Background: an optimization exercise with open tools, aiming at small area, a short achievable clock period and few clock cycles per item. Do not read the settings as production practice. At most, simulation tests tie the RTL to the original design; equivalence was not proved. Only the layout flow was run in run 1; the RTL was not checked for function there.

==> flow/design.v (outline; a module is shown in full before it is edited, if it fits) <==
// module multiplierIEEE754_verilog: 123 lines
// module mul24: 1596 lines
// module mul24_add: 136 lines
// module fa: 6 lines
// module hai: 6 lines
module multiplierIEEE754_verilog(
    op1,
    op2,
    in_rdy,
    res,
    res_rdy,
    clk,
    rst
    );
  // ...
==> flow/run.sh <==
#!/bin/bash
# synth_recipe.tcl (not shown) runs the flow's synth.tcl, then flattens the netlist and writes it again
# the make line also repeats each setting of config.mk as NAME=value (left out here)
make -C /OpenROAD-flow-scripts/flow DESIGN_CONFIG=/design/flow/config.mk WORK_HOME=/design/flow/orfs CLKGATE_MAP_FILE= SYNTH_SCRIPT=/design/flow/synth_recipe.tcl finish
==> flow/config.mk <==
export PLATFORM = sky130hd
export DESIGN_NAME = multiplierIEEE754_verilog
export DESIGN_NICKNAME = multiplierIEEE754_verilog
export VERILOG_FILES = /design/flow/design.v
export SDC_FILE = /design/flow/constraint.sdc
export NUM_CORES = 4
export LEC_CHECK = 0
export ABC_AREA = 1
export CAP_MARGIN = 20
export CORE_MARGIN = 2
export CORE_UTILIZATION = 40
export SETUP_SLACK_MARGIN = 1
export SLEW_MARGIN = 20
export SYNTH_HIERARCHICAL = 1
==> flow/constraint.sdc <==
create_clock -name core_clock -period 12.0 [get_ports {clk}]
set_input_delay 2.4000 -clock core_clock [delete_from_list [all_inputs] [get_ports {clk}]]
set_output_delay 2.4000 -clock core_clock [all_outputs]
set_load 0.01 [all_outputs]
==> results.json, run 1 <==
{
  "synth_cells": 2968,
  "ys_seq_elements": 68,
  "synth_edf_count": 0,
  "postLayoutCellArea_um2": 26010,
  "port_buffers": 99,
  "endpoint_kind": "register",
  "antenna_found_initial": 3,
  "nonClockInverterCount": 292,
  "path_clk_slew_ns": 0.07,
  "multi_input_area_um2": 20120,
  "post-route-drc-count": 0,
  "rows": 89,
  "grt_pass1_vias": 22600,
  "area.growth.synth_to_final_pct": 9.814,
  "maxCapViolCount": 0,
  "busiest_layer": "met2",
  "finalClockSkew_ns": 0.01561,
  "grt_setup_unrepaired": "true",
  "tritoncts": "done",
  "syn_avg_cell_area_um2": 7.981,
  "initial_core_util_pct": 40.29,
  "critPathKind": "input port to register",
  "hold_slack_ns": 0.5465,
  "period_minus_slack_ns": 10.71,
  "postCtsSetupBuffers": 2,
  "dpl_cell_area_um2": 25130,
  "crit_path_start_kind": "input port",
  "async_flop_share_pct": 2.941,
  "met2WireLength_mm": 38.12,
  "r2r-end": "res[5]",
  "cp.depth": 42,
  "cts_buffers": 9,
  "syn_area_um2": 23690,
  "hpwl_mm": 63.11,
  "setup_viol": 0,
  "regArea_um2": 1371,
  "synth.largest_area_cell": "fa_1",
  "cts_resized": 34,
  "status": "finished clean",
  "hold_end": "res[31]",
  "final_common_cell": "nand2_1",
  "final_cell_mix": "1112 x nand2_1, 486 x fa_1, 271 x inv_1"
}
==> module multiplierIEEE754_verilog, before the edit <==
module multiplierIEEE754_verilog(
    op1,
    op2,
    in_rdy,
    res,
    res_rdy,
    clk,
    rst
    );
    input  wire [31:0] op1, op2;
    input  wire clk, in_rdy, rst;
    output reg  [31:0] res;
    output reg  res_rdy;
    wire [7:0]  e1 = op1[30:23];
    wire [7:0]  e2 = op2[30:23];
    wire [22:0] f1 = op1[22:0];
    wire [22:0] f2 = op2[22:0];
    wire        s1 = op1[31];
    wire        s2 = op2[31];
    wire        s  = s1 ^ s2;
    wire e1_max = &e1, e2_max = &e2;
    wire e1_0 = ~|e1, e2_0 = ~|e2;
    wire f1_0 = ~|f1, f2_0 = ~|f2;
    wire nan1 = e1_max & ~f1_0;
    wire nan2 = e2_max & ~f2_0;
    wire inf1 = e1_max & f1_0;
    wire inf2 = e2_max & f2_0;
    wire zer1 = e1_0 & f1_0;
    wire zer2 = e2_0 & f2_0;
    wire [47:0] np;
    mul24 u_mul(.a({~e1_0, f1}), .b({~e2_0, f2}), .p(np));
    wire [47:0] p = ~np;
    wire p47 = p[47];
    wire [8:0]  sum   = {1'b0, e1} + {1'b0, e2};
    wire [8:0]  t0    = sum - 9'd127;              
    wire        under = (sum < 9'd127);
    wire        dn    = e1_0 | e2_0;               
    wire        rare  = under | dn;
    wire [22:0] fd = e1_0 ? f1 : f2;
    reg  [4:0]  lead;
    integer i;
    always @(*) begin
        lead = 5'd0;
        for (i = 0; i < 23; i = i + 1)
            if (fd[i]) lead = i[4:0];
    end
    wire [4:0]  a     = dn ? lead : 5'd0;
    wire [9:0]  b     = 10'd149 - {1'b0, sum};    
    wire        extra = b[9] | ({4'd0, a} > b[8:0]);
    wire [5:0]  rsh   = extra ? {1'b0, a} : b[5:0];
    wire        flush = ~extra & (b[8:0] >= 9'd48);
    wire [48:0] pv  = {p, 1'b0};
    wire [56:0] sh5 = rsh[5] ? {32'd0, pv[48:32]} : {8'd0, pv};
    wire [40:0] sh4 = rsh[4] ? sh5[56:16] : sh5[40:0];
    wire [32:0] sh3 = rsh[3] ? sh4[40:8]  : sh4[32:0];
    wire [28:0] sh2 = rsh[2] ? sh3[32:4]  : sh3[28:0];
    wire [26:0] sh1 = rsh[1] ? sh2[28:2]  : sh2[26:0];
    wire [25:0] sh0 = rsh[0] ? sh1[26:1]  : sh1[25:0];
    wire [25:0] y   = flush ? 26'd0 : sh0;
    wire        late  = extra & ~y[25];
    wire [24:0] qr    = late ? y[24:0] : y[25:1];
    reg         pend;
    reg  [24:0] qr_r;
    reg  [7:0]  eb_r;
    reg         s_r;
    wire [7:0]  eb_p = eb_r + 8'd1;
    wire [24:0] qn = p47 ? p[47:23] : p[46:22];
    wire [24:0] q = pend ? qr_r : qn;
    wire [24:0] c1, c2, c3, c4, c5;
    genvar k;
    generate
        for (k = 0; k < 25; k = k + 1) begin : g_pre
            assign c1[k] = (k % 2  >= 1) ? (q[k]  & q[k - k % 2 + 0]  ) : q[k];
        end
        for (k = 0; k < 25; k = k + 1) begin : g_pre2
            assign c2[k] = (k % 4  >= 2) ? (c1[k] & c1[k - k % 4 + 1] ) : c1[k];
            assign c3[k] = (k % 8  >= 4) ? (c2[k] & c2[k - k % 8 + 3] ) : c2[k];
            assign c4[k] = (k % 16 >= 8) ? (c3[k] & c3[k - k % 16 + 7]) : c3[k];
            assign c5[k] = (k % 32 >= 16) ? (c4[k] & c4[k - k % 32 + 15]) : c4[k];
        end
    endgenerate
    wire [22:0] mr  = q[23:1] ^ c5[22:0];
    wire        ovf = c5[24];
    wire [7:0]  tx0  = t0[7:0];
    wire [7:0]  tx1 = t0[7:0] + 8'd1;
    wire [7:0]  tx2 = t0[7:0] + 8'd2;
    wire [7:0]  ab  = {3'd0, a} - b[7:0];
    wire [7:0]  abm = ab - 8'd1;
    wire [7:0]  en  = (p47 & ovf) ? tx2 : ((p47 | ovf) ? tx1 : tx0);
    wire [7:0]  eb  = ~extra ? 8'd0 : (late ? abm : ab);
    wire [7:0]  te  = pend ? (ovf ? eb_p : eb_r) : en;
    wire special = nan1 | nan2 | inf1 | inf2 | zer1 | zer2 | (e1_0 & e2_0);
    wire slow    = rare & ~special;
    reg [31:0] r;
    always @(*) begin
        if (pend | ~special)
            r = {pend ? s_r : s, te, mr};
        else if (nan1)
            r = {s1, 8'hFF, 1'b1, f1[21:0]};
        else if (nan2)
            r = {s2, 8'hFF, 1'b1, f2[21:0]};
        else if ((inf1 & zer2) | (zer1 & inf2))
            r = 32'hFFC00000;
        else if (inf1 | inf2)
            r = {s, 8'hFF, 23'd0};
        else
            r = {s, 31'd0};
    end
    always @(posedge clk) begin
        res  <= r;
        qr_r <= qr;
        eb_r <= eb;
        s_r  <= s;
    end
    always @(posedge clk, posedge rst)
        if (rst) begin
            pend    <= 1'b0;
            res_rdy <= 1'b0;
        end else begin
            pend    <= in_rdy & slow;
            res_rdy <= (in_rdy & ~slow) | pend;
        end
endmodule
==> run 2: changes to the inputs <==
--- a/flow/design.v
+++ b/flow/design.v
@@ -23,25 +23,25 @@
     wire e1_0 = ~|e1, e2_0 = ~|e2;
     wire f1_0 = ~|f1, f2_0 = ~|f2;
     wire nan1 = e1_max & ~f1_0;
     wire nan2 = e2_max & ~f2_0;
     wire inf1 = e1_max & f1_0;
     wire inf2 = e2_max & f2_0;
     wire zer1 = e1_0 & f1_0;
     wire zer2 = e2_0 & f2_0;
-    wire [47:0] np;
-    mul24 u_mul(.a({~e1_0, f1}), .b({~e2_0, f2}), .p(np));
-    wire [47:0] p = ~np;
-    wire p47 = p[47];
     wire [8:0]  sum   = {1'b0, e1} + {1'b0, e2};
     wire [8:0]  t0    = sum - 9'd127;              
     wire        under = (sum < 9'd127);
     wire        dn    = e1_0 | e2_0;               
     wire        rare  = under | dn;
+    wire [47:0] np;
+    mul24 u_mul(.a({~e1_0, f1}), .b({~e2_0, f2}), .rn(rare), .p(np));
+    wire [47:0] p = ~np;
+    wire p47 = p[47];
     wire [22:0] fd = e1_0 ? f1 : f2;
     reg  [4:0]  lead;
     integer i;
     always @(*) begin
         lead = 5'd0;
         for (i = 0; i < 23; i = i + 1)
             if (fd[i]) lead = i[4:0];
     end
@@ -60,47 +60,48 @@
     wire [25:0] y   = flush ? 26'd0 : sh0;
     wire        late  = extra & ~y[25];
     wire [24:0] qr    = late ? y[24:0] : y[25:1];
     reg         pend;
     reg  [24:0] qr_r;
     reg  [7:0]  eb_r;
     reg         s_r;
     wire [7:0]  eb_p = eb_r + 8'd1;
-    wire [24:0] qn = p47 ? p[47:23] : p[46:22];
-    wire [24:0] q = pend ? qr_r : qn;
+    wire [23:0] x  = pend ? qr_r[24:1] : p[47:24];
+    wire        xc = pend ? qr_r[0] : (p[23] & p[22]);
+    wire [24:0] q = {x, xc};
     wire [24:0] c1, c2, c3, c4, c5;
     genvar k;
     generate
         for (k = 0; k < 25; k = k + 1) begin : g_pre
             assign c1[k] = (k % 2  >= 1) ? (q[k]  & q[k - k % 2 + 0]  ) : q[k];
-        end
-        for (k = 0; k < 25; k = k + 1) begin : g_pre2
             assign c2[k] = (k % 4  >= 2) ? (c1[k] & c1[k - k % 4 + 1] ) : c1[k];
             assign c3[k] = (k % 8  >= 4) ? (c2[k] & c2[k - k % 8 + 3] ) : c2[k];
             assign c4[k] = (k % 16 >= 8) ? (c3[k] & c3[k - k % 16 + 7]) : c3[k];
             assign c5[k] = (k % 32 >= 16) ? (c4[k] & c4[k - k % 32 + 15]) : c4[k];
         end
     endgenerate
-    wire [22:0] mr  = q[23:1] ^ c5[22:0];
+    wire [22:0] mr  = x[22:0] ^ c5[22:0];
     wire        ovf = c5[24];
-    wire [7:0]  tx0  = t0[7:0];
+    wire        sh  = pend | p47;
+    wire [22:0] mm  = sh ? mr : p[45:23];
+    wire [7:0]  tx0 = t0[7:0];
     wire [7:0]  tx1 = t0[7:0] + 8'd1;
     wire [7:0]  tx2 = t0[7:0] + 8'd2;
     wire [7:0]  ab  = {3'd0, a} - b[7:0];
     wire [7:0]  abm = ab - 8'd1;
-    wire [7:0]  en  = (p47 & ovf) ? tx2 : ((p47 | ovf) ? tx1 : tx0);
+    wire [7:0]  en  = p47 ? (ovf ? tx2 : tx1) : tx0;
     wire [7:0]  eb  = ~extra ? 8'd0 : (late ? abm : ab);
     wire [7:0]  te  = pend ? (ovf ? eb_p : eb_r) : en;
     wire special = nan1 | nan2 | inf1 | inf2 | zer1 | zer2 | (e1_0 & e2_0);
     wire slow    = rare & ~special;
     reg [31:0] r;
     always @(*) begin
         if (pend | ~special)
-            r = {pend ? s_r : s, te, mr};
+            r = {pend ? s_r : s, te, mm};
         else if (nan1)
             r = {s1, 8'hFF, 1'b1, f1[21:0]};
         else if (nan2)
             r = {s2, 8'hFF, 1'b1, f2[21:0]};
         else if ((inf1 & zer2) | (zer1 & inf2))
             r = 32'hFFC00000;
         else if (inf1 | inf2)
             r = {s, 8'hFF, 23'd0};
@@ -117,19 +118,20 @@
         if (rst) begin
             pend    <= 1'b0;
             res_rdy <= 1'b0;
         end else begin
             pend    <= in_rdy & slow;
             res_rdy <= (in_rdy & ~slow) | pend;
         end
 endmodule
-module mul24(a, b, p);
+module mul24(a, b, rn, p);
     input  wire [23:0] a;
     input  wire [23:0] b;
+    input  wire rn;        
     output wire [47:0] p;
     wire pp0_0 = ~(a[0] & b[0]);
     wire pp0_1 = ~(a[0] & b[1]);
     wire pp0_2 = ~(a[0] & b[2]);
     wire pp0_3 = ~(a[0] & b[3]);
     wire pp0_4 = ~(a[0] & b[4]);
     wire pp0_5 = ~(a[0] & b[5]);
     wire pp0_6 = ~(a[0] & b[6]);
@@ -716,17 +718,17 @@
     hai u_t11 (.a(pp6_15), .b(pp7_14), .s(t11), .co(t12));
     wire t13, t14;
     fa u_t13 (.a(pp0_22), .b(pp1_21), .c(pp2_20), .s(t13), .co(t14));
     wire t15, t16;
     fa u_t15 (.a(pp3_19), .b(pp4_18), .c(pp5_17), .s(t15), .co(t16));
     wire t17, t18;
     fa u_t17 (.a(pp6_16), .b(pp7_15), .c(pp8_14), .s(t17), .co(t18));
     wire t19, t20;
-    hai u_t19 (.a(pp9_13), .b(pp10_12), .s(t19), .co(t20));
+    fa u_t19 (.a(pp9_13), .b(pp10_12), .c(pp11_11), .s(t19), .co(t20));
     wire t21, t22;
     fa u_t21 (.a(pp0_23), .b(pp1_22), .c(pp2_21), .s(t21), .co(t22));
     wire t23, t24;
     fa u_t23 (.a(pp3_20), .b(pp4_19), .c(pp5_18), .s(t23), .co(t24));
     wire t25, t26;
     fa u_t25 (.a(pp6_17), .b(pp7_16), .c(pp8_15), .s(t25), .co(t26));
     wire t27, t28;
     fa u_t27 (.a(pp9_14), .b(pp10_13), .c(pp11_12), .s(t27), .co(t28));
@@ -840,23 +842,23 @@
     fa u_t135 (.a(pp15_6), .b(pp16_5), .c(pp17_4), .s(t135), .co(t136));
     wire t137, t138;
     fa u_t137 (.a(pp18_3), .b(pp19_2), .c(pp20_1), .s(t137), .co(t138));
     wire t139, t140;
     fa u_t139 (.a(t8), .b(t10), .c(t12), .s(t139), .co(t140));
     wire t141, t142;
     fa u_t141 (.a(t13), .b(t15), .c(t17), .s(t141), .co(t142));
     wire t143, t144;
-    fa u_t143 (.a(t19), .b(pp11_11), .c(pp12_10), .s(t143), .co(t144));
+    fa u_t143 (.a(t19), .b(pp12_10), .c(pp13_9), .s(t143), .co(t144));
     wire t145, t146;
-    fa u_t145 (.a(pp13_9), .b(pp14_8), .c(pp15_7), .s(t145), .co(t146));
+    fa u_t145 (.a(pp14_8), .b(pp15_7), .c(pp16_6), .s(t145), .co(t146));
     wire t147, t148;
-    fa u_t147 (.a(pp16_6), .b(pp17_5), .c(pp18_4), .s(t147), .co(t148));
+    fa u_t147 (.a(pp17_5), .b(pp18_4), .c(pp19_3), .s(t147), .co(t148));
     wire t149, t150;
-    fa u_t149 (.a(pp19_3), .b(pp20_2), .c(pp21_1), .s(t149), .co(t150));
+    fa u_t149 (.a(pp20_2), .b(pp21_1), .c(pp22_0), .s(t149), .co(t150));
     wire t151, t152;
     fa u_t151 (.a(t14), .b(t16), .c(t18), .s(t151), .co(t152));
     wire t153, t154;
     fa u_t153 (.a(t20), .b(t21), .c(t23), .s(t153), .co(t154));
     wire t155, t156;
     fa u_t155 (.a(t25), .b(t27), .c(t29), .s(t155), .co(t156));
     wire t157, t158;
     fa u_t157 (.a(pp14_9), .b(pp15_8), .c(pp16_7), .s(t157), .co(t158));
@@ -1272,17 +1274,17 @@
     fa u_t567 (.a(t348), .b(t349), .c(t351), .s(t567), .co(t568));
     wire t569, t570;
     fa u_t569 (.a(t353), .b(t355), .c(pp21_0), .s(t569), .co(t570));
     wire t571, t572;
     fa u_t571 (.a(t350), .b(t352), .c(t354), .s(t571), .co(t572));
     wire t573, t574;
     fa u_t573 (.a(t356), .b(t357), .c(t359), .s(t573), .co(t574));
     wire t575, t576;
-    fa u_t575 (.a(t361), .b(t363), .c(pp22_0), .s(t575), .co(t576));
+    fa u_t575 (.a(t361), .b(t363), .c(rn), .s(t575), .co(t576));
     wire t577, t578;
     fa u_t577 (.a(t358), .b(t360), .c(t362), .s(t577), .co(t578));
     wire t579, t580;
     fa u_t579 (.a(t364), .b(t365), .c(t367), .s(t579), .co(t580));
     wire t581, t582;
     fa u_t581 (.a(t369), .b(t371), .c(pp23_0), .s(t581), .co(t582));
     wire t583, t584;
     fa u_t583 (.a(t366), .b(t368), .c(t370), .s(t583), .co(t584));
@@ -1855,14 +1857,20 @@
     assign s = {p[47] ^ G88, p[46] ^ G65, p[45] ^ G87, p[44] ^ G54, p[43] ^ G86, p[42] ^ G64, p[41] ^ G85, p[40] ^ G49, p[39] ^ G84, p[38] ^ G63, p[37] ^ G83, p[36] ^ G53, p[35] ^ G82, p[34] ^ G62, p[33] ^ G81, p[32] ^ G46, p[31] ^ G80, p[30] ^ G61, p[29] ^ G79, p[28] ^ G52, p[27] ^ G78, p[26] ^ G60, p[25] ^ G77, p[24] ^ G48, p[23] ^ G76, p[22] ^ G59, p[21] ^ G75, p[20] ^ G51, p[19] ^ G74, p[18] ^ G58, p[17] ^ G73, p[16] ^ G43, p[15] ^ G72, p[14] ^ G57, p[13] ^ G71, p[12] ^ G50, p[11] ^ G70, p[10] ^ G56, p[9] ^ G69, p[8] ^ G37, p[7] ^ G68, p[6] ^ G55, p[5] ^ G67, p[4] ^ G25, p[3] ^ G66, p[2] ^ G1, p[1] ^ g0[0], ~p[0]};
 endmodule
 module fa(a, b, c, s, co);
     input  wire a, b, c;
     output wire s, co;
     assign s  = a ^ b ^ c;
     assign co = (a & b) | (a & c) | (b & c);
 endmodule
+module ha(a, b, s, co);
+    input  wire a, b;
+    output wire s, co;
+    assign s  = a ^ b;
+    assign co = a & b;
+endmodule
 module hai(a, b, s, co);
     input  wire a, b;
     output wire s, co;
     assign s  = ~(a ^ b);
     assign co = a | b;
 endmodule
--- a/flow/config.mk
+++ b/flow/config.mk
@@ -4,11 +4,11 @@
 export VERILOG_FILES = /design/flow/design.v
 export SDC_FILE = /design/flow/constraint.sdc
 export NUM_CORES = 4
 export LEC_CHECK = 0
 export ABC_AREA = 1
 export CAP_MARGIN = 20
 export CORE_MARGIN = 2
 export CORE_UTILIZATION = 40
-export SETUP_SLACK_MARGIN = 1
+export SETUP_SLACK_MARGIN = 0.5
 export SLEW_MARGIN = 20
 export SYNTH_HIERARCHICAL = 1
==> run 2 against run 1 <==
Still clean on timing, DRC and antenna. Worst hold slack got worse by 0.030 ns. Clock skew decreased by 0.0046 ns. Utilization decreased by 0.97 points. Cell count decreased by 0.68%. Global-route usage increased by 0.41 points. First-iteration DRC count decreased by 1.0%. Via count increased by 0.21%. Sequential share of layout area increased by 0.12 points. Register-to-register slack got worse by 0.65 ns. Critical path type unchanged.
==> results.json, run 2 <==
{
  "seq_area_frac_synth_pct": 5.794,
  "die_h_um": 247.2,
  "grt_max_degree": 56,
  "ys_seq_elements": 68,
  "port_buffers": 99,
  "syn_area_um2": 23670,
  "diodes": 0,
  "initial_core_util_pct": 40.25,
  "min_path_cells": 1,
  "die_w_um": 247.2,
  "drt-met1-wl_mm": 33.67,
  "synthSimpleGateAreaFrac_pct": 26.76,
  "tritoncts": "done",
  "cp_max_fo": 7,
  "clk_latency_ns": 0.37,
  "synth_top_area_share_pct": 43.14,
  "area.growth.synth_to_final_pct": 7.507,
  "synth_edf_count": 0,
  "required_ns": 12.25,
  "final_cell_mix": "1129 x nand2_1, 509 x fa_1, 279 x inv_1",
  "worstMarginPinSlew_ns": 1.061,
  "syn_avg_cell_area_um2": 7.971,
  "finalCritPeriodShare_pct": 91.72,
  "largest_register_ffs": 32,
  "finalMaxSlewViolations": 0,
  "wl_met3_mm": 7.367,
  "status": "finished clean",
  "hold_buffers": 0,
  "synthTopCellsByCount": "1136 x nand2_1, 510 x fa_1, 279 x inv_1",
  "antenna_found_initial": 3,
  "crit_end": "res[29]",
  "post-synth-top-count-cell": "nand2_1",
  "crit_top_cell": "nand2_1",
  "final_antenna_net_count": 0,
  "path_clk_slew_ns": 0.06,
  "setup_viol": 0,
  "crit_path_start_kind": "input port",
  "core_area_um2": 58800,
  "top_regs": "res (32), qr_r (25), eb_r (8)",
  "met2WireLength_mm": 37.17,
  "synth_cells": 2969,
  "post-route-drc-count": 0,
  "hpwl_mm": 63.84,
  "fmax_ghz": 0.09085,
  "grt_pass1_vias": 22190,
  "grt-ovfl-total": 0,
  "critical_path.max_stage_delay_ns": 0.79,
  "ioPinCount": 100,
  "synth_top_family_by_area": "adder cells",
  "slowest_stage": "clkdlybuf4s50_1",
  "tns_ns": 0,
  "startpoint": "op2[22]",
  "cts_buffers": 9,
  "cp.arrival_ns": 11.26,
  "cts_sinks": 68,
  "yosysWarnings": 7,
  "synthTopCellsByArea": "fa_1 43%, nand2_1 18%, dfxtp_1 5.6%",
  "endpoint_kind": "register",
  "period_minus_slack_ns": 11.01,
  "rows": 89,
  "maxCapViolCount": 0,
  "async_flop_share_pct": 2.941,
  "final_nets": 3700,
  "r2r_slack_ns": 7.92,
  "routed.top_layer": "met5",
  "track_usage_pct": 27.36,
  "dr.pass1.iters": 7,
  "drive_gt1_share_pct": 7.178,
  "synth_cell_types": 63,
  "synth-xor-area-share_pct": 2.088,
  "synth-main-ff-cell": "dfxtp_1",
  "cts-htree-levels": 3,
  "slew_headroom_pct": 29.18,
  "top_register": "res",
  "vias": 21300,
  "r2r-end": "res[29]",
  "reg2regPathDepth": 26,
  "viasPerCell": 5.591,
  "synthAdderAreaFrac_pct": 47.95,
  "grt_pass1_wl_mm": 127.4,
  "die_area_um2": 61130,
  "critPathKind": "input port to register",
  "gp_congestion": 0.9452,
  "drtIter0Drc": 1999,
  "clockBufferDepth": 2,
  "hp-class": "register to register",
  "yosys-mux-area-fraction_pct": 0.04229,
  "r2r_start": "pend",
  "synth_compound_area_share_pct": 6.339,
  "wire_per_inst_um": 21.43,
  "clockRootBuffer": "clkbuf_16",
  "grt_setup_unrepaired": "false",
  "finalHoldViolations": 0,
  "wl_mm": 81.67,
  "synth.largest_area_cell": "fa_1",
  "final_common_cell": "nand2_1",
  "finalClockSkew_ns": 0.01106
}
run 2: changes by cell type in the layout (fill, tap and decap cells not counted), sizes merged, moves of 7 or more:
cell           change
nand2             +13
nor3               +8
dlymetal6s2s      -13
nand3             +12
buf               -25
and2               -7
a21oi             -11
clkdlybuf4s50     +26
run 2: layout make-up:
type / instances / area (um^2)
clock buffer: 12 / 256.5
clock inverter: 4 / 47.55
fill: 5987 / 33350
inverter: 293 / 1102
multi-input combinational: 2444 / 19770
sequential: 68 / 1371
tap: 773 / 967.2
timing repair buffer: 216 / 1927
run 2: routing by layer:
layer,vias up,global-route usage (%)
li1,9312,-
met1,10660,36.60
met2,1110,43.48
met3,219,5.578
met4,4,10.67
met5,-,0.4085
run 2: what timing repair did:
item / in CTS / in global routing
setup buffers: 0 / 2
resized for setup: 0 / 33
setup endpoints to repair: 0 / 7
run 2: cell families (layout without fill, tap and decap cells):
kind of cell	count (synthesis)	count (layout)
buffers and inverters	459	525
other	1	3
flip-flops	68	68
XOR/XNOR	53	53
AO/OA/AOI/OAI	247	247
AND/OR/NAND/NOR	1539	1539
adder cells (fa/ha/maj)	601	601
multiplexers	1	1
run 2: per-module statistics from Yosys (local to each module, per instance):
| module | cell area, um^2 | copies in the design | flops+latches |
|---|---|---|---|
| fa | 20.02 | 484 | 0 |
| hai | 27.53 | 22 | 0 |
| mul24 | 3247 | 1 | 0 |
| mul24_add | 2052 | 1 | 0 |
| multiplierIEEE754_verilog | 8073 | 1 | 68 |
run 2: through the flow:
stage / hold WS (ns) / util (%) / cell area [um^2] / cells / setup WS [ns]
floorplan: 0.4374 / - / 23670 / 2971 / 1.897
global placement: 0.5035 / 42.51 / 25000 / 3791 / 0.5110
detailed placement: 0.5043 / 42.51 / 25000 / 3791 / 0.5201
CTS: 0.5185 / 43.03 / 25300 / 3807 / 0.8687
global route: 0.5192 / 43.27 / 25440 / 3810 / 0.4622
finish: 0.5168 / 43.27 / 25440 / 3810 / 0.9930
run 2: how the worst min path moves through the flow:
stage | endpoint | start
floorplan | res[31] | s_r
global placement | res[31] | s_r
detailed placement | res[31] | s_r
CTS | res[31] | s_r
global route | res[31] | s_r
finish | res[31] | s_r
run 2: worst max-delay path, delay by kind of cell:
kind,cells,cell delay (ns)
fa+ha+maj,10,4.56
xor+xnor,1,0.13
buf+inv,8,1.32
simple gates,20,2.35
compound gates,4,0.48
Testbench counts of run 2, summed over its fixed seeds: cycles 6,488, items 3,200.
==> run 3: changes to the inputs <==
--- a/flow/config.mk
+++ b/flow/config.mk
@@ -9,6 +9,6 @@
 export CAP_MARGIN = 20
 export CORE_MARGIN = 2
 export CORE_UTILIZATION = 40
-export SETUP_SLACK_MARGIN = 0.5
+export SETUP_SLACK_MARGIN = 1.5
 export SLEW_MARGIN = 20
 export SYNTH_HIERARCHICAL = 1
==> run 3 against run 2 <==
Maximum frequency rose by 6.8%. Area after synthesis did not move. Clock-buffer cell count did not move. Sequential share of layout area fell by 0.12 points. Clock skew fell by 0.00061 ns. First-iteration DRC count rose by 4.9%. Largest cell class unchanged.
==> results.json, run 3 <==
{
  "status": "finished clean",
  "viasPerCell": 5.614,
  "finalHoldViolations": 0,
  "cts-htree-levels": 3,
  "fmax_ghz": 0.09705,
  "top_regs": "res (32), qr_r (25), eb_r (8)",
  "top_register": "res",
  "hp-start": "s_r",
  "cp.arrival_ns": 10.56,
  "final_nets": 3728,
  "endpoint_kind": "register",
  "reg2regPathDepth": 26,
  "die_area_um2": 61130,
  "min_path_cells": 1,
  "slew_headroom_pct": 37.34,
  "gp_congestion": 0.9452,
  "synth_edf_count": 0,
  "die_h_um": 247.2,
  "vias": 21550,
  "wl_mm": 83.53,
  "cp_max_fo": 6,
  "fin_ws_ns": 1.696,
  "synth_cells": 2969,
  "slowest_stage": "fa_1",
  "critical_path.max_stage_delay_ns": 0.58,
  "hp-class": "register to register",
  "clockBufferDepth": 2,
  "diodes": 0,
  "crit_path_start_kind": "input port",
  "wire_per_inst_um": 21.76,
  "grt_max_degree": 56,
  "grt_pass1_vias": 22390,
  "required_ns": 12.25,
  "dr.pass1.iters": 6,
  "antenna_found_initial": 4,
  "maxCapViolCount": 0,
  "post-route-drc-count": 0,
  "worstMarginPinSlew_ns": 0.9399,
  "grt_setup_unrepaired": "true",
  "grt-ovfl-total": 0,
  "track_usage_pct": 27.51,
  "seq_area_frac_synth_pct": 5.794,
  "synth.largest_area_cell": "fa_1",
  "path_clk_slew_ns": 0.06,
  "startpoint": "op2[30]",
  "synth_top_area_share_pct": 43.14,
  "finalMaxSlewViolations": 0,
  "place_ws_ns": 0.5201,
  "drtIter0Drc": 2096,
  "tritoncts": "done",
  "clockRootBuffer": "clkbuf_16",
  "critPathKind": "input port to register",
  "async_flop_share_pct": 2.941,
  "yosysWarnings": 7,
  "clk_latency_ns": 0.37,
  "hpwl_mm": 63.84,
  "finalClockSkew_ns": 0.01045,
  "initial_core_util_pct": 40.25,
  "synth-main-ff-cell": "dfxtp_1",
  "grt_pass1_wl_mm": 128.1,
  "syn_area_um2": 23670,
  "final_cell_mix": "1126 x nand2_1, 469 x fa_1, 275 x inv_1",
  "post-route-util_pct": 44.30,
  "syn_avg_cell_area_um2": 7.971,
  "synth_cell_types": 63,
  "period_minus_slack_ns": 10.30,
  "ioPinCount": 100,
  "finalCritPeriodShare_pct": 85.87,
  "synthTopCellsByArea": "fa_1 43%, nand2_1 18%, dfxtp_1 5.6%",
  "cts_sinks": 68,
  "final_common_cell": "nand2_1",
  "rows": 89,
  "cts_buffers": 9,
  "post-synth-top-count-cell": "nand2_1",
  "final_antenna_net_count": 0,
  "synthTopCellsByCount": "1136 x nand2_1, 510 x fa_1, 279 x inv_1",
  "r2r_start": "pend",
  "tns_ns": 0,
  "core_area_um2": 58800,
  "area.growth.synth_to_final_pct": 10.05,
  "die_w_um": 247.2,
  "largest_register_ffs": 32,
  "setup_viol": 0,
  "ys_seq_elements": 68,
  "drive_gt1_share_pct": 11.81,
  "crit_top_cell": "nand2_1",
  "port_buffers": 99
}
==> run 3: cell counts after synthesis <==
No cell type changed its count.
==> run 3: worst max-delay path, delay by kind of cell <==
| family | cells | cell delay, ns |
|---|---|---|
| adders and majority gates | 9 | 4.03 |
| xor gates and xnor gates | 2 | 0.27 |
| buffers and inverters | 10 | 0.82 |
| AOI/OAI and AO/OA | 5 | 0.68 |
| and+or+nand+nor | 23 | 2.29 |
==> run 3: kinds of logic (layout without fill, tap and decap cells) <==
| logic type | after synthesis | in the layout | synth area share, % |
|---|---|---|---|
| AND/OR/NAND/NOR | 1539 | 1539 | 26.76 |
| adder cells (fa/ha/maj) | 601 | 601 | 47.95 |
| buffers and inverters | 459 | 553 | 11.01 |
| AO/OA/AOI/OAI | 247 | 247 | 6.339 |
| flip-flops | 68 | 68 | 5.794 |
| XOR/XNOR | 53 | 53 | 2.088 |
| other | 1 | 3 | 0.01585 |
| multiplexers | 1 | 1 | 0.04230 |
==> run 3: per-layer routing <==
| metal | track usage (%) | vias up | share of wire [%] |
|---|---|---|---|
| met2 | 43.92 | 1164 | 46 |
| met1 | 36.59 | 10780 | 41 |
| met5 | 0.4085 | - | 0.051 |
| met4 | 10.80 | 4 | 4.1 |
| li1 | - | 9374 | - |
| met3 | 5.654 | 227 | 9.2 |
==> run 3: path summary, 6_finish.rpt <==
kind | endpoint | slack, ns
max in group asynchronous | pend | 9.70
min | res[31] | 0.52
max reg2reg | res[29] | 8.00
min in group asynchronous | res_rdy | 2.20
max | res[29] | 1.70
min reg2reg | res[31] | 0.52
==> run 3: layout make-up <==
| cell class | instances | area, um^2 |
|---|---|---|
| fill | 5923 | 32750 |
| inverter | 293 | 1107 |
| clock inverter | 4 | 47.55 |
| tap | 773 | 967.2 |
| multi-input combinational | 2444 | 20110 |
| timing repair buffer | 244 | 2186 |
| clock buffer | 12 | 256.5 |
| sequential | 68 | 1371 |
==> run 3: repair_timing <==
item                                    4_1_cts  5_1_grt
endpoints found under the setup margin       46       52
gates resized for setup                     118      220
cloned                                        0        3
hold buffers                                  0        0
pin swaps                                    33       65
buffers inserted                             12       15
==> run 3: Yosys stat by module (local to each module, per instance) <==
module / area, um^2 / flip-flops and latches
fa: 20.02 / 0
hai: 27.53 / 0
mul24: 3247 / 0
mul24_add: 2052 / 0
multiplierIEEE754_verilog: 8073 / 68
==> run 3: per-stage QoR <==
step / hold WS, ns / area, um^2 / instances
after detailed placement: 0.5043 / 25000 / 3791
after CTS: 0.5185 / 25550 / 3819
after floorplan: 0.4374 / 23670 / 2971
after global placement: 0.5035 / 25000 / 3791
after global routing: 0.5192 / 26050 / 3838
final: 0.5219 / 26050 / 3838
==> run 4: changes to the inputs <==
--- a/flow/config.mk
+++ b/flow/config.mk
@@ -9,6 +9,6 @@
 export CAP_MARGIN = 20
 export CORE_MARGIN = 2
 export CORE_UTILIZATION = 40
-export SETUP_SLACK_MARGIN = 1.5
+export SETUP_SLACK_MARGIN = 1
 export SLEW_MARGIN = 20
 export SYNTH_HIERARCHICAL = 1
==> run 4 against run 3 <==
Design area down 1.6%. Utilization fell by 0.70 points. Non-clock buffer count down 20. Flip-flop and latch count is the same. Register-to-register slack lost 0.04 ns. Cell count shrank 0.52%. First-iteration DRC count down 0.14%. Critical endpoint unchanged. Clock-buffer cell count is the same. Still clean. Worst hold slack got worse by 0.0061 ns.
==> results.json, run 4 <==
{
  "synth.largest_area_cell": "fa_1",
  "final_nets": 3708,
  "async_flop_share_pct": 2.941,
  "diodes": 0,
  "wire_per_inst_um": 21.46,
  "crit_top_cell": "nand2_1",
  "period_minus_slack_ns": 10.60,
  "setup_viol": 0,
  "status": "finished clean",
  "die_w_um": 247.2,
  "track_usage_pct": 27.36,
  "syn_avg_cell_area_um2": 7.971,
  "final_antenna_net_count": 0,
  "drtIter0Drc": 2093,
  "vias": 21270,
  "final_common_cell": "nand2_1",
  "die_area_um2": 61130,
  "clk_latency_ns": 0.37,
  "grt_pass1_vias": 22190,
  "post-synth-top-count-cell": "nand2_1",
  "final_cell_mix": "1132 x nand2_1, 493 x fa_1, 278 x inv_1",
  "hp-class": "register to register",
  "critPathKind": "input port to register",
  "gp_congestion": 0.9452,
  "top_register": "res",
  "dr.pass1.iters": 6,
  "drive_gt1_share_pct": 8.768,
  "finalCritPeriodShare_pct": 88.33,
  "cp.arrival_ns": 10.85,
  "yosysWarnings": 7,
  "synthTopCellsByCount": "1136 x nand2_1, 510 x fa_1, 279 x inv_1",
  "grt-ovfl-total": 0,
  "finalClockSkew_ns": 0.01014,
  "fillers": 5961,
  "maxCapViolCount": 0,
  "synth-main-ff-cell": "dfxtp_1",
  "antenna_found_initial": 3,
  "endpoint_kind": "register",
  "critical_path.max_stage_delay_ns": 1.10,
  "cts-htree-levels": 3,
  "grt_max_degree": 56,
  "initial_core_util_pct": 40.25,
  "port_buffers": 99,
  "ys_seq_elements": 68,
  "synth_cells": 2969,
  "wl_mm": 81.95,
  "cts_buffers": 9,
  "largest_register_ffs": 32,
  "seq_area_frac_synth_pct": 5.794,
  "crit_path_start_kind": "input port",
  "post-route-drc-count": 0,
  "cp_max_fo": 13,
  "fmax_ghz": 0.09434,
  "core_area_um2": 58800,
  "synth_top_area_share_pct": 43.14,
  "viasPerCell": 5.571,
  "grt_pass1_wl_mm": 127.4,
  "tritoncts": "done",
  "finalMaxSlewViolations": 0,
  "hold_buffers": 0,
  "required_ns": 12.25,
  "rows": 89,
  "slowest_stage": "clkdlybuf4s50_1",
  "synthTopCellsByArea": "fa_1 43%, nand2_1 18%, dfxtp_1 5.6%",
  "top_regs": "res (32), qr_r (25), eb_r (8)",
  "hpwl_mm": 63.84,
  "ioPinCount": 100,
  "syn_area_um2": 23670,
  "area.growth.synth_to_final_pct": 8.311,
  "cts_sinks": 68,
  "tns_ns": 0,
  "slew_headroom_pct": 33.46,
  "grt_setup_unrepaired": "false",
  "die_h_um": 247.2,
  "clockBufferDepth": 2,
  "synth_edf_count": 0,
  "worstMarginPinSlew_ns": 0.9964,
  "synth_cell_types": 63,
  "path_clk_slew_ns": 0.06,
  "clockRootBuffer": "clkbuf_16",
  "finalHoldViolations": 0
}
run 4: through the flow:
step / cell area (um^2) / util (%) / hold slack, ns / std cells / setup WS [ns]
5_1_grt: 25630 / 43.60 / 0.5192 / 3818 / 0.9539
4_1_cts: 25320 / 43.06 / 0.5185 / 3808 / 1.005
3_5_place_dp: 25000 / 42.51 / 0.5043 / 3791 / 0.5201
3_3_place_gp: 25000 / 42.51 / 0.5035 / 3791 / 0.5110
6_report: 25630 / 43.60 / 0.5158 / 3818 / 1.400
2_1_floorplan: 23670 / - / 0.4374 / 2971 / 1.897
run 4: final timing paths:
kind                       slack [ns]  startpoint      end  depth (start not counted)
max in group asynchronous        9.69         rst     pend                          2
min reg2reg                      0.52         s_r  res[31]                          1
min in group asynchronous        2.20         rst  res_rdy                          2
min                              0.52         s_r  res[31]                          1
max reg2reg                      7.96        pend  res[29]                         26
max                              1.40     op1[22]  res[29]                         41
run 4: area by class of cell:
class                   count  area, um^2  area share [%]
clock buffers              12       256.5           1.001
clock inverters             4       47.55          0.1855
inverters                 293        1102           4.300
multi-input cells        2444       19880           77.56
flip-flops and latches     68        1371           5.350
well taps                 773       967.2           3.773
repair buffers            224        2008           7.834
run 4: per-layer routing:
layer  GRT usage [%]  wire, um
met1           36.57     33640
met2           43.48     37630
met3           5.633      7372
met4           10.71      3268
met5          0.4085        42
run 4: cells by family after synthesis:
group / synth area share, %
AND/OR/NAND/NOR: 26.76
adder cells (fa/ha/maj): 47.95
buffers and inverters: 11.01
AO/OA/AOI/OAI: 6.339
flip-flops: 5.794
XOR/XNOR: 2.088
other: 0.01585
multiplexers: 0.04230
run 4: critical path, delay by kind of cell:
kind,cells,cell delay (ns)
simple gates,19,2.27
fa+ha+maj,8,3.72
compound gates,6,0.83
buf+inv,7,1.49
xor+xnor,1,0.13
run 4: per-module statistics from Yosys, one instance, submodules excluded:
module | cells | flip-flops and latches
fa | 1 | 0
mul24 | 673 | 0
multiplierIEEE754_verilog | 1436 | 68
mul24_add | 266 | 0
hai | 5 | 0
run 4: what timing repair did:
item                       in CTS  in global routing
resized for setup              12                125
pin swaps                       1                 35
setup endpoints to repair       4                 39
setup buffers                   1                  9
==> run 5: changes to the inputs <==
==> flow/flow/run.sh (new file) <==
#!/bin/bash
# The standard layout (the standard.sh, all of ORFS from synthesis to
# finish), except that the input and output ports are buffered with buf_4
# cells instead of the cell buffer_ports picks by itself.
set -euo pipefail
bash standard.sh "BUFFER_PORTS_ARGS=-buffer_cell sky130_fd_sc_hd__buf_4" finish > standard_flow.log 2>&1
==> flow/standard.sh (new file) <==
#!/bin/bash
# synth_recipe.tcl (not shown) runs the flow's synth.tcl, then flattens the netlist and writes it again
# the make line also repeats each setting of config.mk as NAME=value (left out here)
make -C /OpenROAD-flow-scripts/flow DESIGN_CONFIG=/design/flow/config.mk WORK_HOME=/design/flow/orfs CLKGATE_MAP_FILE= SYNTH_SCRIPT=/design/flow/synth_recipe.tcl "${@:-finish}"
removed: flow/run.sh
==> run 5 against run 4 <==
Critical endpoint unchanged. Via count fell by 3.5%. Die area did not move. Flip-flop and latch count did not move. Still clean on timing, DRC and antenna.
==> results.json, run 5 <==
{
  "cts_buffers": 9,
  "worstMarginPinSlew_ns": 1.043,
  "ys_seq_elements": 68,
  "top_register": "res",
  "grt-ovfl-total": 0,
  "required_ns": 12.25,
  "drive_gt1_share_pct": 8.339,
  "r2r_slack_ns": 7.94,
  "synthTopCellsByArea": "fa_1 43%, nand2_1 18%, dfxtp_1 5.6%",
  "finalCritPeriodShare_pct": 86.91,
  "wire_per_inst_um": 21.11,
  "clockRootBuffer": "clkbuf_16",
  "top_regs": "res (32), qr_r (25), eb_r (8)",
  "synth_cell_types": 63,
  "maxCapViolCount": 0,
  "die_h_um": 247.2,
  "synth_top_area_share_pct": 43.14,
  "cts-htree-levels": 3,
  "fillers": 6058,
  "synthTopCellsByCount": "1136 x nand2_1, 510 x fa_1, 279 x inv_1",
  "synth_cells": 2969,
  "cp_max_fo": 11,
  "track_usage_pct": 26.61,
  "r2r-end": "res[29]",
  "hp-start": "s_r",
  "final_antenna_net_count": 0,
  "tritoncts": "done",
  "area.growth.synth_to_final_pct": 4.562,
  "slew_headroom_pct": 30.26,
  "slowest_stage": "fa_1",
  "dr.pass1.iters": 5,
  "ioPinCount": 100,
  "synth-main-ff-cell": "dfxtp_1",
  "async_flop_share_pct": 2.941,
  "viasPerCell": 5.496,
  "final_nets": 3625,
  "syn_area_um2": 23670,
  "tns_ns": 0,
  "r2r_start": "pend",
  "crit_path_start_kind": "input port",
  "cts_sinks": 68,
  "setup_viol": 0,
  "status": "finished clean",
  "drtIter0Drc": 1954,
  "core_area_um2": 58800,
  "vias": 20530,
  "cp.arrival_ns": 10.68,
  "port_buffers": 99,
  "finalMaxSlewViolations": 0,
  "synth.largest_area_cell": "fa_1",
  "startpoint": "op2[23]",
  "finalClockSkew_ns": 0.01597,
  "finalHoldViolations": 0,
  "grt_pass1_wl_mm": 123.6,
  "clk_latency_ns": 0.37,
  "final_common_cell": "nand2_1",
  "grt_max_degree": 56,
  "fmax_ghz": 0.09588,
  "largest_register_ffs": 32,
  "synth_edf_count": 0,
  "die_area_um2": 61130,
  "hpwl_mm": 57.05,
  "critPathKind": "input port to register",
  "seq_area_frac_synth_pct": 5.794,
  "syn_avg_cell_area_um2": 7.971,
  "final_cell_mix": "1132 x nand2_1, 507 x fa_1, 279 x inv_1",
  "die_w_um": 247.2,
  "gp_congestion": 0.9203,
  "path_clk_slew_ns": 0.07,
  "period_minus_slack_ns": 10.43,
  "clockBufferDepth": 2,
  "post-route-drc-count": 0,
  "post-route-util_pct": 42.09,
  "hp-class": "register to register",
  "initial_core_util_pct": 40.25,
  "hold_end": "res[31]",
  "yosysWarnings": 7,
  "grt_pass1_vias": 20950,
  "grt_setup_unrepaired": "false",
  "wl_mm": 78.89,
  "post-synth-top-count-cell": "nand2_1",
  "min_path_cells": 1,
  "critical_path.max_stage_delay_ns": 0.57,
  "endpoint_kind": "register",
  "antenna_found_initial": 3,
  "reg2regPathDepth": 26,
  "rows": 89
}
-- run 5: cell counts after synthesis --
No cell type changed its count.
-- run 5: per-layer routing --
metal | wire [um] | up-vias | share of wire, % | global-route usage [%]
li1 | - | 9172 | - | -
met3 | 7380 | 158 | 9.4 | 5.123
met1 | 33720 | 10160 | 43 | 37.25
met2 | 35370 | 1041 | 45 | 41.99
met4 | 2397 | 2 | 3.0 | 7.432
met5 | 13 | - | 0.016 | 0
-- run 5: worst max-delay path by stage --
stage / endpoint / slack [ns] / cells past startpoint
2_1_floorplan: res[29] / 1.90 / 45
3_3_place_gp: res[30] / 0.78 / 44
3_5_place_dp: res[30] / 0.73 / 44
4_1_cts: res[30] / 1.11 / 44
5_1_grt: res[29] / 0.89 / 47
6_report: res[29] / 1.57 / 47
-- run 5: cell type report --
class	instances	area, um^2	share of cell area (%)
clock buffers	9	225.2	0.9101
diodes	1	2.502	0.01011
multi-input cells	2444	19830	80.13
inverters	293	1102	4.454
well taps	773	967.2	3.908
flip-flops and latches	68	1371	5.542
clock inverters	7	98.84	0.3994
repair buffers	141	1150	4.647
-- run 5: stage by stage --
stage	hold WS [ns]	instances	cell area (um^2)	setup WS, ns
after detailed placement	0.5404	3707	24110	0.7270
final	0.5574	3736	24750	1.571
after global placement	0.5447	3707	24110	0.7758
after floorplan	0.4374	2971	23670	1.897
after CTS	0.5700	3723	24430	1.106
after global routing	0.5724	3735	24740	0.8930
-- run 5: modules after synthesis, one instance, submodules excluded --
module	cell area, um^2	flip-flops and latches	copies in the design	cells inside
fa	20.02	0	484	1
hai	27.53	0	22	5
mul24	3247	0	1	673
mul24_add	2052	0	1	266
multiplierIEEE754_verilog	8073	68	1	1436
-- run 5: timing repair --
item	CTS	global route
hold buffers	0	0
gates resized for setup	0	50
buffers inserted	0	11
endpoints found under the setup margin	0	19
-- run 5: worst max-delay path, delay by kind of cell --
| family | cells | cell delay [ns] |
|---|---|---|
| adders and majority gates | 9 | 4.05 |
| and+or+nand+nor | 24 | 2.73 |
| AOI/OAI and AO/OA | 3 | 0.30 |
| buffers and inverters | 9 | 0.93 |
| xor gates and xnor gates | 2 | 0.27 |
-- run 5: logic make-up after synthesis --
kind of cell,synth area share (%)
adders and majority gates,47.95
and+or+nand+nor,26.76
xor gates and xnor gates,2.088
muxes,0.04230
AOI/OAI and AO/OA,6.339
other,0.01585
buffers and inverters,11.01
DFF,5.794
==> run 6: changes to the inputs <==
--- a/flow/design.v
+++ b/flow/design.v
@@ -68,19 +68,140 @@
     wire [23:0] x  = pend ? qr_r[24:1] : p[47:24];
     wire        xc = pend ? qr_r[0] : (p[23] & p[22]);
     wire [24:0] q = {x, xc};
-    wire [24:0] c1, c2, c3, c4, c5;
-    genvar k;
-    generate
-        for (k = 0; k < 25; k = k + 1) begin : g_pre
-            assign c1[k] = (k % 2  >= 1) ? (q[k]  & q[k - k % 2 + 0]  ) : q[k];
-            assign c2[k] = (k % 4  >= 2) ? (c1[k] & c1[k - k % 4 + 1] ) : c1[k];
-            assign c3[k] = (k % 8  >= 4) ? (c2[k] & c2[k - k % 8 + 3] ) : c2[k];
-            assign c4[k] = (k % 16 >= 8) ? (c3[k] & c3[k - k % 16 + 7]) : c3[k];
-            assign c5[k] = (k % 32 >= 16) ? (c4[k] & c4[k - k % 32 + 15]) : c4[k];
-        end
-    endgenerate
-    wire [22:0] mr  = x[22:0] ^ c5[22:0];
-    wire        ovf = c5[24];
+    wire [22:0] mr;
+    wire        ovf;
+    wire pc1;
+    pnd u_pc1 (.a(q[1]), .b(q[0]), .y(pc1));
+    wire pc2;
+    pnd u_pc2 (.a(q[3]), .b(q[2]), .y(pc2));
+    wire pc3;
+    pnd u_pc3 (.a(q[5]), .b(q[4]), .y(pc3));
+    wire pc4;
+    pnd u_pc4 (.a(q[7]), .b(q[6]), .y(pc4));
+    wire pc5;
+    pnd u_pc5 (.a(q[9]), .b(q[8]), .y(pc5));
+    wire pc6;
+    pnd u_pc6 (.a(q[11]), .b(q[10]), .y(pc6));
+    wire pc7;
+    pnd u_pc7 (.a(q[13]), .b(q[12]), .y(pc7));
+    wire pc8;
+    pnd u_pc8 (.a(q[15]), .b(q[14]), .y(pc8));
+    wire pc9;
+    pnd u_pc9 (.a(q[17]), .b(q[16]), .y(pc9));
+    wire pc10;
+    pnd u_pc10 (.a(q[19]), .b(q[18]), .y(pc10));
+    wire pc11;
+    pnd u_pc11 (.a(q[21]), .b(q[20]), .y(pc11));
+    wire pc12;
+    pnd u_pc12 (.a(q[23]), .b(q[22]), .y(pc12));
+    wire pc13;
+    pan u_pc13 (.an(pc1), .b(q[2]), .y(pc13));
+    wire pc14;
+    pnr u_pc14 (.a(pc2), .b(pc1), .y(pc14));
+    wire pc15;
+    pan u_pc15 (.an(pc3), .b(q[6]), .y(pc15));
+    wire pc16;
+    pnr u_pc16 (.a(pc4), .b(pc3), .y(pc16));
+    wire pc17;
+    pan u_pc17 (.an(pc5), .b(q[10]), .y(pc17));
+    wire pc18;
+    pnr u_pc18 (.a(pc6), .b(pc5), .y(pc18));
+    wire pc19;
+    pan u_pc19 (.an(pc7), .b(q[14]), .y(pc19));
+    wire pc20;
+    pnr u_pc20 (.a(pc8), .b(pc7), .y(pc20));
+    wire pc21;
+    pan u_pc21 (.an(pc9), .b(q[18]), .y(pc21));
+    wire pc22;
+    pnr u_pc22 (.a(pc10), .b(pc9), .y(pc22));
+    wire pc23;
+    pan u_pc23 (.an(pc11), .b(q[22]), .y(pc23));
+    wire pc24;
+    pnr u_pc24 (.a(pc12), .b(pc11), .y(pc24));
+    wire pc25;
+    pnd u_pc25 (.a(q[4]), .b(pc14), .y(pc25));
+    wire pc26;
+    pan u_pc26 (.an(pc3), .b(pc14), .y(pc26));
+    wire pc27;
+    pnd u_pc27 (.a(pc15), .b(pc14), .y(pc27));
+    wire pc28;
+    pnd u_pc28 (.a(pc16), .b(pc14), .y(pc28));
+    wire pc29;
+    pnd u_pc29 (.a(q[12]), .b(pc18), .y(pc29));
+    wire pc30;
+    pan u_pc30 (.an(pc7), .b(pc18), .y(pc30));
+    wire pc31;
+    pnd u_pc31 (.a(pc19), .b(pc18), .y(pc31));
+    wire pc32;
+    pnd u_pc32 (.a(pc20), .b(pc18), .y(pc32));
+    wire pc33;
+    pnd u_pc33 (.a(q[20]), .b(pc22), .y(pc33));
+    wire pc34;
+    pan u_pc34 (.an(pc11), .b(pc22), .y(pc34));
+    wire pc35;
+    pnd u_pc35 (.a(pc23), .b(pc22), .y(pc35));
+    wire pc36;
+    pnd u_pc36 (.a(pc24), .b(pc22), .y(pc36));
+    wire pc37;
+    pan u_pc37 (.an(pc28), .b(q[8]), .y(pc37));
+    wire pc38;
+    pnr u_pc38 (.a(pc5), .b(pc28), .y(pc38));
+    wire pc39;
+    pan u_pc39 (.an(pc28), .b(pc17), .y(pc39));
+    wire pc40;
+    pan u_pc40 (.an(pc28), .b(pc18), .y(pc40));
+    wire pc41;
+    pnr u_pc41 (.a(pc29), .b(pc28), .y(pc41));
+    wire pc42;
+    pan u_pc42 (.an(pc28), .b(pc30), .y(pc42));
+    wire pc43;
+    pnr u_pc43 (.a(pc31), .b(pc28), .y(pc43));
+    wire pc44;
+    pnr u_pc44 (.a(pc32), .b(pc28), .y(pc44));
+    wire pc45;
+    pan u_pc45 (.an(pc36), .b(q[24]), .y(pc45));
+    wire pc46;
+    pnd u_pc46 (.a(q[16]), .b(pc44), .y(pc46));
+    wire pc47;
+    pan u_pc47 (.an(pc9), .b(pc44), .y(pc47));
+    wire pc48;
+    pnd u_pc48 (.a(pc21), .b(pc44), .y(pc48));
+    wire pc49;
+    pnd u_pc49 (.a(pc22), .b(pc44), .y(pc49));
+    wire pc50;
+    pan u_pc50 (.an(pc33), .b(pc44), .y(pc50));
+    wire pc51;
+    pnd u_pc51 (.a(pc34), .b(pc44), .y(pc51));
+    wire pc52;
+    pan u_pc52 (.an(pc35), .b(pc44), .y(pc52));
+    wire pc53;
+    pan u_pc53 (.an(pc36), .b(pc44), .y(pc53));
+    wire pc54;
+    pnd u_pc54 (.a(pc45), .b(pc44), .y(pc54));
+    assign mr[0] = x[0] ^ q[0];
+    assign mr[1] = ~(x[1] ^ pc1);
+    assign mr[2] = x[2] ^ pc13;
+    assign mr[3] = x[3] ^ pc14;
+    assign mr[4] = ~(x[4] ^ pc25);
+    assign mr[5] = x[5] ^ pc26;
+    assign mr[6] = ~(x[6] ^ pc27);
+    assign mr[7] = ~(x[7] ^ pc28);
+    assign mr[8] = x[8] ^ pc37;
+    assign mr[9] = x[9] ^ pc38;
+    assign mr[10] = x[10] ^ pc39;
+    assign mr[11] = x[11] ^ pc40;
+    assign mr[12] = x[12] ^ pc41;
+    assign mr[13] = x[13] ^ pc42;
+    assign mr[14] = x[14] ^ pc43;
+    assign mr[15] = x[15] ^ pc44;
+    assign mr[16] = ~(x[16] ^ pc46);
+    assign mr[17] = x[17] ^ pc47;
+    assign mr[18] = ~(x[18] ^ pc48);
+    assign mr[19] = ~(x[19] ^ pc49);
+    assign mr[20] = x[20] ^ pc50;
+    assign mr[21] = ~(x[21] ^ pc51);
+    assign mr[22] = x[22] ^ pc52;
+    assign ovf = ~pc54;
     wire        sh  = pend | p47;
     wire [22:0] mm  = sh ? mr : p[45:23];
     wire [7:0]  tx0 = t0[7:0];
@@ -88,9 +209,10 @@
     wire [7:0]  tx2 = t0[7:0] + 8'd2;
     wire [7:0]  ab  = {3'd0, a} - b[7:0];
     wire [7:0]  abm = ab - 8'd1;
-    wire [7:0]  en  = p47 ? (ovf ? tx2 : tx1) : tx0;
     wire [7:0]  eb  = ~extra ? 8'd0 : (late ? abm : ab);
-    wire [7:0]  te  = pend ? (ovf ? eb_p : eb_r) : en;
+    wire [7:0]  te0 = pend ? eb_r : (p47 ? tx1 : tx0);
+    wire [7:0]  te1 = pend ? eb_p : tx2;
+    wire [7:0]  te  = ovf ? te1 : te0;
     wire special = nan1 | nan2 | inf1 | inf2 | zer1 | zer2 | (e1_0 & e2_0);
     wire slow    = rare & ~special;
     reg [31:0] r;
@@ -123,6 +245,21 @@
             res_rdy <= (in_rdy & ~slow) | pend;
         end
 endmodule
+module pnd(a, b, y);
+    input  wire a, b;
+    output wire y;
+    assign y = ~(a & b);
+endmodule
+module pnr(a, b, y);
+    input  wire a, b;
+    output wire y;
+    assign y = ~(a | b);
+endmodule
+module pan(an, b, y);
+    input  wire an, b;
+    output wire y;
+    assign y = ~an & b;
+endmodule
 module mul24(a, b, rn, p);
     input  wire [23:0] a;
     input  wire [23:0] b;
==> flow/flow/run.sh (replaced) <==
#!/bin/bash
# The standard layout (the standard.sh, all of ORFS from synthesis to
# finish), except that the input and output ports are buffered with buf_2
# cells instead of the cell buffer_ports picks by itself.
set -euo pipefail
bash standard.sh "BUFFER_PORTS_ARGS=-buffer_cell sky130_fd_sc_hd__buf_2" finish > standard_flow.log 2>&1
==> run 6 against run 5 <==
Worst hold slack gained 0.055 ns. Synthesized cell count shrank 0.57%. Largest cell class unchanged. Still clean on timing, DRC and antenna. Critical path depth shrank 15. Clock-buffer cell count is the same. Utilization shrank 0.38 points. Clock skew shrank 0.0034 ns. Sequential share of layout area grew 0.055 points. Flip-flop and latch count is the same. Via count grew 0.61%. Highest routed layer unchanged. Routed wire length grew 1.1%.
==> results.json, run 6 <==
{
  "wl_mm": 79.74,
  "finalCritPeriodShare_pct": 87.21,
  "r2r-end": "res[25]",
  "async_flop_share_pct": 2.941,
  "die_area_um2": 61280,
  "drive_gt1_share_pct": 9.076,
  "vias": 20660,
  "fmax_ghz": 0.09555,
  "finalMaxSlewViolations": 0,
  "finalClockSkew_ns": 0.01254,
  "gp_congestion": 0.9159,
  "core_area_um2": 58800,
  "synth.largest_area_cell": "fa_1",
  "place_ws_ns": 0.9870,
  "period_minus_slack_ns": 10.47,
  "cp_num_buf_inv": 3,
  "wire_per_inst_um": 21.34,
  "synthTopCellsByArea": "fa_1 43%, nand2_1 18%, dfxtp_1 5.6%",
  "endpoint_kind": "register",
  "final_antenna_net_count": 0,
  "grt_setup_unrepaired": "true",
  "syn_avg_cell_area_um2": 8.037,
  "seq_area_frac_synth_pct": 5.780,
  "path_clk_slew_ns": 0.07,
  "slew_headroom_pct": 34.46,
  "crit_end": "res[25]",
  "postCtsSetupBuffers": 0,
  "cts_buffers": 9,
  "synth_cell_types": 61,
  "drtIter0Drc": 1772,
  "final_cell_mix": "1136 x nand2_1, 510 x fa_1, 257 x inv_1",
  "grt_pass1_vias": 21670,
  "top_register": "res",
  "synthTopCellsByCount": "1136 x nand2_1, 510 x fa_1, 257 x inv_1",
  "cts-htree-levels": 3,
  "die_h_um": 247.6,
  "slowest_stage": "fa_1",
  "r2r_slack_ns": 8.39,
  "post-synth-top-count-cell": "nand2_1",
  "antenna_found_initial": 1,
  "grt_max_degree": 64,
  "tritoncts": "done",
  "crit_path_start_kind": "input port",
  "fin_ws_ns": 1.535,
  "syn_area_um2": 23730,
  "tns_ns": 0,
  "status": "finished clean",
  "track_usage_pct": 26.86,
  "clk_latency_ns": 0.36,
  "final_common_cell": "nand2_1",
  "startpoint": "op2[24]",
  "maxCapViolCount": 0,
  "dpl_cell_area_um2": 24200,
  "hp-class": "register to register",
  "crit_family": "adder cells",
  "required_ns": 12.29,
  "grt-ovfl-total": 0,
  "clockBufferDepth": 2,
  "yosysWarnings": 7,
  "rows": 89,
  "synth_edf_count": 0,
  "synth_top_area_share_pct": 43.03,
  "ioPinCount": 100,
  "critPathKind": "input port to register",
  "setup_viol": 0,
  "reg2regPathDepth": 16,
  "clockRootBuffer": "clkbuf_16",
  "dr.pass1.iters": 6,
  "postLayoutCellArea_um2": 24520,
  "post-route-drc-count": 0,
  "viasPerCell": 5.528,
  "finalHoldViolations": 0,
  "synth_cells": 2952,
  "ys_seq_elements": 68,
  "hold_buffers": 0,
  "die_w_um": 247.6,
  "initial_core_util_pct": 40.35,
  "diodes": 0,
  "hpwl_mm": 60.17,
  "cp.arrival_ns": 10.76,
  "area.growth.synth_to_final_pct": 3.359,
  "grt_pass1_wl_mm": 125.8,
  "top_regs": "res (32), qr_r (25), eb_r (8)",
  "cp.depth": 32,
  "worstMarginPinSlew_ns": 0.9807,
  "critical_path.max_stage_delay_ns": 0.58,
  "synth-main-ff-cell": "dfxtp_1",
  "largest_register_ffs": 32,
  "cts_sinks": 68,
  "port_buffers": 99,
  "min_path_cells": 2,
  "final_nets": 3622,
  "r2r_start": "pend",
  "cp_max_fo": 11
}
[run 6: changes by cell type after synthesis, moves of 8 or more]
cell	previous run	this run
a21oi_1	54	34
buf_2	16	25
buf_4	13	3
inv_1	279	257
nand3_1	199	165
nor2_2	3	18
nor3_1	13	5
o211ai_1	9	32
o21ai_1	14	23
xor2_1	31	44
[run 6: tightest hold or removal path: cells and delay by family, from the launching register on]
family,cells,cell delay (ns)
AOI/OAI and AO/OA,1,0.18
and+or+nand+nor,1,0.05
DFF,1,0.32
[run 6: cell families after synthesis]
logic type	Yosys count	synth area share [%]
buffers and inverters	436	10.50
flip-flops	68	5.780
AO/OA/AOI/OAI	258	6.755
other	1	0.01581
AND/OR/NAND/NOR	1513	26.17
multiplexers	5	0.2109
XOR/XNOR	75	3.006
adder cells (fa/ha/maj)	596	47.57
[run 6: through the flow]
step	util, %	hold WS [ns]	std cells
after floorplan	-	0.4330	2954
after global placement	41.16	0.5899	3721
after detailed placement	41.16	0.5926	3721
after CTS	41.68	0.6103	3737
after global routing	41.71	0.5965	3737
final	41.71	0.6125	3737
[run 6: per-module statistics from Yosys (local to each module, per instance)]
| module | cells inside | area, um^2 |
|---|---|---|
| multiplierIEEE754_verilog | 1349 | 7828 |
| mul24 | 673 | 3247 |
| mul24_add | 266 | 2052 |
| hai | 5 | 27.53 |
| fa | 1 | 20.02 |
| pan | 2 | 10.01 |
| pnd | 1 | 3.754 |
| pnr | 1 | 3.754 |
[run 6: routing by layer]
metal	GRT usage [%]	routed length, um	vias to the layer above
li1	-	-	9143
met1	36.87	33440	10280
met5	0	11	-
met3	5.234	7454	157
met2	43.25	36640	1075
met4	7.555	2194	2
[run 6: worst min-delay path by stage]
stage | from | end | slack (ns)
6_report | s_r | res[31] | 0.61
4_1_cts | s_r | res[31] | 0.61
3_5_place_dp | s_r | res[31] | 0.59
3_3_place_gp | s_r | res[31] | 0.59
5_1_grt | s_r | res[31] | 0.60
2_1_floorplan | s_r | res[31] | 0.43
[run 6: area by class of cell]
| class | count | area [um^2] |
|---|---|---|
| clock buffers | 9 | 225.2 |
| clock inverters | 7 | 82.58 |
| fillers | 6078 | 34270 |
| inverters | 268 | 1011 |
| multi-input cells | 2450 | 19900 |
| flip-flops and latches | 68 | 1373 |
| well taps | 773 | 967.2 |
| repair buffers | 162 | 968.4 |
[run 6: repair_timing]
action,4_1_cts,5_1_grt
endpoints found under the setup margin,0,33
hold endpoints to repair,0,0
resized for setup,0,3
Testbench counts of run 6, summed over its fixed seeds: cycles 6,488, items 3,200.

what the ideal ports hide:
No port has a modelled driver above. Below, the same layouts with a new extraction and two added sets of constraints. Step 1: set_driving_cell puts a clkbuf_16 on clk and a buf_2 on each other input, an assumption about the parent block. Step 2 moves the port delays by t, midway between the first and last clock arrival at a register: inputs arrive t later, outputs are due t later. That takes back most of the time a late clock gives input paths. a / b / c = ideal / step 1 / step 2; a / b = the first two.
run | t, ns | setup slack, ns | hold WS [ns] | worst register clock-pin slew, ns
run 1 | 0.404 | 1.291 / 1.289 / 0.885 | 0.546 / 0.546 / 0.546 | 0.08 / 0.08
run 2 | 0.404 | 0.993 / 1.008 / 0.604 | 0.517 / 0.517 / 0.517 | 0.07 / 0.07
run 3 | 0.406 | 1.696 / 1.695 / 1.289 | 0.522 / 0.522 / 0.522 | 0.07 / 0.07
run 4 | 0.404 | 1.400 / 1.416 / 1.011 | 0.516 / 0.516 / 0.516 | 0.07 / 0.07
run 5 | 0.403 | 1.571 / 1.583 / 1.180 | 0.557 / 0.557 / 0.557 | 0.07 / 0.07
run 6 | 0.384 | 1.535 / 1.547 / 1.163 | 0.613 / 0.613 / 0.613 | 0.08 / 0.08
After both steps every run listed still meets setup and hold. The setup slack of run 3, which loses most, moves by -0.001 ns with the drivers and by -0.407 ns with both steps.
